From an optimization exercise on the open Yosys and OpenROAD flow, aimed at small area and a short achievable clock period; shortcuts taken in it are not production practice. Only simulation tests tie the RTL to the original design; equivalence was not proved.

==> run G <==
Design mimo_zf_2x2, start of the top module:
module mimo_zf_2x2 #(
    parameter DATA_W = 16,
    parameter FRAC   = 11
)(
    input  wire                     clk,
    input  wire                     rst_n,
    input  wire                     in_valid,
    input  wire signed [DATA_W-1:0] Y1_re, Y1_im,
    input  wire signed [DATA_W-1:0] Y2_re, Y2_im,
    input  wire signed [DATA_W-1:0] h00_re, h00_im,
    input  wire signed [DATA_W-1:0] h01_re, h01_im,
    input  wire signed [DATA_W-1:0] h10_re, h10_im,
    input  wire signed [DATA_W-1:0] h11_re, h11_im,
    output reg                      out_valid,
    output reg signed [DATA_W-1:0] X1_re, X1_im,
    output reg signed [DATA_W-1:0] X2_re, X2_im
);
    function [23:0] booth_enc;    
        input [15:0] y;
        integer k;
        reg b0, b1, b2;
        begin
            for (k = 0; k < 8; k = k + 1) begin
                b2 = y[2*k+1];
                b1 = y[2*k];
                b0 = (k == 0) ? 1'b0 : y[2*k-1];
                booth_enc[k]      = b1 ^ b0;
                booth_enc[8 + k]  = (b2 & ~b1 & ~b0) | (~b2 & b1 & b0);
                booth_enc[16 + k] = b2;
            end
        end
    endfunction
    reg [23:0] e1r, e1i, e2r, e2i;
    reg [15:0] a00r, a00i, a01r, a01i, a10r, a10i, a11r, a11i;
    reg v1, v2, v3;
    always @(posedge clk) begin
        e1r <= booth_enc(Y1_re);  e1i <= booth_enc(Y1_im);
        e2r <= booth_enc(Y2_re);  e2i <= booth_enc(Y2_im);
        a00r <= h00_re; a00i <= h00_im; a01r <= h01_re; a01i <= h01_im;
        a10r <= h10_re; a10i <= h10_im; a11r <= h11_re; a11i <= h11_im;
    end
    always @(posedge clk or negedge rst_n) begin
        if (!rst_n) begin
            v1 <= 1'b0;
            v2 <= 1'b0;
            v3 <= 1'b0;
            out_valid <= 1'b0;
        end else begin
            v1 <= in_valid;
            v2 <= v1;
            v3 <= v2;
            out_valid <= v3;
        end
    end
  ...
export LEC_CHECK = 0
export CAP_MARGIN = 20
export CORE_MARGIN = 2
export CORE_UTILIZATION = 50
export SLEW_MARGIN = 20
create_clock -name core_clock -period 13.0 [get_ports {clk}]
standard.sh (not shown) runs the stock make flow with config.mk's settings and CLKGATE_MAP_FILE= SYNTH_SCRIPT=/design/flow/synth_recipe.tcl, a recipe that flattens the netlist after the stock synthesis.
==> flow/flow/run.sh <==
#!/bin/bash
# Standard synthesis, then fixinv.py re-chooses full-adder and xor phases to
# drop most inverters (logic unchanged, registers untouched), then the
# standard layout with buf_2 port buffers and repair_timing aiming below the
# clock period (SETUP_SLACK_MARGIN).
set -euo pipefail
R=$PWD/orfs/results/$FLOW_PLATFORM/mimo_zf_2x2/base
bash standard.sh synth > synth.log 2>&1
cp $R/1_2_yosys.v $R/1_2_yosys.std.v
python3 flow/fixinv.py $R/1_2_yosys.std.v $R/1_2_yosys.v > fixinv.log 2>&1
bash standard.sh SETUP_SLACK_MARGIN=$(cat flow/margin) \
  "BUFFER_PORTS_ARGS=-buffer_cell sky130_fd_sc_hd__buf_2" finish > layout.log 2>&1
==> flow/flow/margin <==
8.7
Other scripts of this flow, unchanged in this note and not shown: flow/flow/fixinv.py
==> run H (differences from run G) <==
--- a/flow/design.v
+++ b/flow/design.v
@@ -824,23 +824,27 @@
                 b0 = (k == 0) ? 1'b0 : y[2*k-1];
                 booth_enc[k]      = b1 ^ b0;
                 booth_enc[8 + k]  = (b2 & ~b1 & ~b0) | (~b2 & b1 & b0);
                 booth_enc[16 + k] = b2;
             end
         end
     endfunction
     reg [23:0] e1r, e1i, e2r, e2i;
-    reg [15:0] a00r, a00i, a01r, a01i, a10r, a10i, a11r, a11i;
+    reg [15:0] y1r, y1i, y2r, y2i;
+    reg [23:0] g10r, g10i, g11r, g11i;
+    reg [15:0] a00r, a00i, a01r, a01i;
     reg v1, v2, v3;
     always @(posedge clk) begin
         e1r <= booth_enc(Y1_re);  e1i <= booth_enc(Y1_im);
         e2r <= booth_enc(Y2_re);  e2i <= booth_enc(Y2_im);
         a00r <= h00_re; a00i <= h00_im; a01r <= h01_re; a01i <= h01_im;
-        a10r <= h10_re; a10i <= h10_im; a11r <= h11_re; a11i <= h11_im;
+        y1r <= Y1_re;  y1i <= Y1_im;  y2r <= Y2_re;  y2i <= Y2_im;
+        g10r <= booth_enc(h10_re);  g10i <= booth_enc(h10_im);
+        g11r <= booth_enc(h11_re);  g11i <= booth_enc(h11_im);
     end
     always @(posedge clk or negedge rst_n) begin
         if (!rst_n) begin
             v1 <= 1'b0;
             v2 <= 1'b0;
             v3 <= 1'b0;
             out_valid <= 1'b0;
         end else begin
@@ -856,24 +860,24 @@
     zf_dot d00r (.a(a00r), .b(a00i), .ea_one(e1r[7:0]), .ea_two(e1r[15:8]), .ea_neg(e1r[23:16]),
                  .eb_one(e1i[7:0]), .eb_two(e1i[15:8]), .eb_neg(~e1i[23:16]), .s0(c00r0), .s1(c00r1), .cy(k00r));
     zf_dot d00i (.a(a00r), .b(a00i), .ea_one(e1i[7:0]), .ea_two(e1i[15:8]), .ea_neg(e1i[23:16]),
                  .eb_one(e1r[7:0]), .eb_two(e1r[15:8]), .eb_neg(e1r[23:16]),  .s0(c00i0), .s1(c00i1), .cy(k00i));
     zf_dot d01r (.a(a01r), .b(a01i), .ea_one(e2r[7:0]), .ea_two(e2r[15:8]), .ea_neg(e2r[23:16]),
                  .eb_one(e2i[7:0]), .eb_two(e2i[15:8]), .eb_neg(~e2i[23:16]), .s0(c01r0), .s1(c01r1), .cy(k01r));
     zf_dot d01i (.a(a01r), .b(a01i), .ea_one(e2i[7:0]), .ea_two(e2i[15:8]), .ea_neg(e2i[23:16]),
                  .eb_one(e2r[7:0]), .eb_two(e2r[15:8]), .eb_neg(e2r[23:16]),  .s0(c01i0), .s1(c01i1), .cy(k01i));
-    zf_dot d10r (.a(a10r), .b(a10i), .ea_one(e1r[7:0]), .ea_two(e1r[15:8]), .ea_neg(e1r[23:16]),
-                 .eb_one(e1i[7:0]), .eb_two(e1i[15:8]), .eb_neg(~e1i[23:16]), .s0(c10r0), .s1(c10r1), .cy(k10r));
-    zf_dot d10i (.a(a10r), .b(a10i), .ea_one(e1i[7:0]), .ea_two(e1i[15:8]), .ea_neg(e1i[23:16]),
-                 .eb_one(e1r[7:0]), .eb_two(e1r[15:8]), .eb_neg(e1r[23:16]),  .s0(c10i0), .s1(c10i1), .cy(k10i));
-    zf_dot d11r (.a(a11r), .b(a11i), .ea_one(e2r[7:0]), .ea_two(e2r[15:8]), .ea_neg(e2r[23:16]),
-                 .eb_one(e2i[7:0]), .eb_two(e2i[15:8]), .eb_neg(~e2i[23:16]), .s0(c11r0), .s1(c11r1), .cy(k11r));
-    zf_dot d11i (.a(a11r), .b(a11i), .ea_one(e2i[7:0]), .ea_two(e2i[15:8]), .ea_neg(e2i[23:16]),
-                 .eb_one(e2r[7:0]), .eb_two(e2r[15:8]), .eb_neg(e2r[23:16]),  .s0(c11i0), .s1(c11i1), .cy(k11i));
+    zf_dot d10r (.a(y1r), .b(y1i), .ea_one(g10r[7:0]), .ea_two(g10r[15:8]), .ea_neg(g10r[23:16]),
+                 .eb_one(g10i[7:0]), .eb_two(g10i[15:8]), .eb_neg(~g10i[23:16]), .s0(c10r0), .s1(c10r1), .cy(k10r));
+    zf_dot d10i (.a(y1i), .b(y1r), .ea_one(g10r[7:0]), .ea_two(g10r[15:8]), .ea_neg(g10r[23:16]),
+                 .eb_one(g10i[7:0]), .eb_two(g10i[15:8]), .eb_neg(g10i[23:16]),  .s0(c10i0), .s1(c10i1), .cy(k10i));
+    zf_dot d11r (.a(y2r), .b(y2i), .ea_one(g11r[7:0]), .ea_two(g11r[15:8]), .ea_neg(g11r[23:16]),
+                 .eb_one(g11i[7:0]), .eb_two(g11i[15:8]), .eb_neg(~g11i[23:16]), .s0(c11r0), .s1(c11r1), .cy(k11r));
+    zf_dot d11i (.a(y2i), .b(y2r), .ea_one(g11r[7:0]), .ea_two(g11r[15:8]), .ea_neg(g11r[23:16]),
+                 .eb_one(g11i[7:0]), .eb_two(g11i[15:8]), .eb_neg(g11i[23:16]),  .s0(c11i0), .s1(c11i1), .cy(k11i));
     reg [21:0] q00r0, q00r1, q00i0, q00i1, q01r0, q01r1, q01i0, q01i1;
     reg [21:0] q10r0, q10r1, q10i0, q10i1, q11r0, q11r1, q11i0, q11i1;
     reg j00r, j00i, j01r, j01i, j10r, j10i, j11r, j11i;
     always @(posedge clk) begin
         q00r0 <= c00r0; q00r1 <= c00r1; q00i0 <= c00i0; q00i1 <= c00i1;
         q01r0 <= c01r0; q01r1 <= c01r1; q01i0 <= c01i0; q01i1 <= c01i1;
         q10r0 <= c10r0; q10r1 <= c10r1; q10i0 <= c10i0; q10i1 <= c10i1;
         q11r0 <= c11r0; q11r1 <= c11r1; q11i0 <= c11i0; q11i1 <= c11i1;
==> flow/flow/margin (replaced) <==
8.8
- CORE_UTILIZATION: 50 -> 60
- CTS_CLUSTER_DIAMETER: unset -> 100
- CTS_CLUSTER_SIZE: unset -> 20
==> impl_metrics.env <==
export IMPL_outcome="timing/DRC/antenna clean"
export IMPL_r2r_worst_path_cells=12
export IMPL_die_area_mm2=0.1821
export IMPL_clkTransAtPathRegs_ns=0.09
export IMPL_first_global_vias=97850
That was run H.
==> impl_metrics.env <==
export IMPL_first_global_vias=97130
export IMPL_outcome="timing/DRC/antenna clean"
export IMPL_r2r_worst_path_cells=10
export IMPL_hold_start="v1"
export IMPL_die_area_mm2=0.2155
export IMPL_clkTransAtPathRegs_ns=0.07
export IMPL_relSlewSlack_pct=26.45
export IMPL_n_all_buffers=1020
That was run G.

==> re-timing with driven ports <==
No port has a modelled driver above. Below, the same layouts with a new extraction and two added sets of constraints. Step 1: set_driving_cell puts a clkbuf_16 on clk and a buf_2 on each other input, an assumption about the parent block. Step 2 times the ports against the registers' clock, not the clock port: input delays grow and output delays shrink by t, the midpoint of the rising clock arrivals with the driver on. Slacks: ideal / step 1 / step 2; pairs: ideal / step 1.
| run | t (ns) | slack for setup (ns) | worst setup path after step 2 | slew at the worst register clock pin (ns) | pins driven straight from the clock port |
|---|---|---|---|---|---|
| run G | 0.869 | 8.663 / 8.663 / 8.663 | register to register | 0.08 / 0.08 | 1 |
| run H | 0.869 | 8.514 / 8.514 / 8.514 | register to register | 0.10 / 0.10 | 1 |
After both steps setup and hold are still met in every run listed.
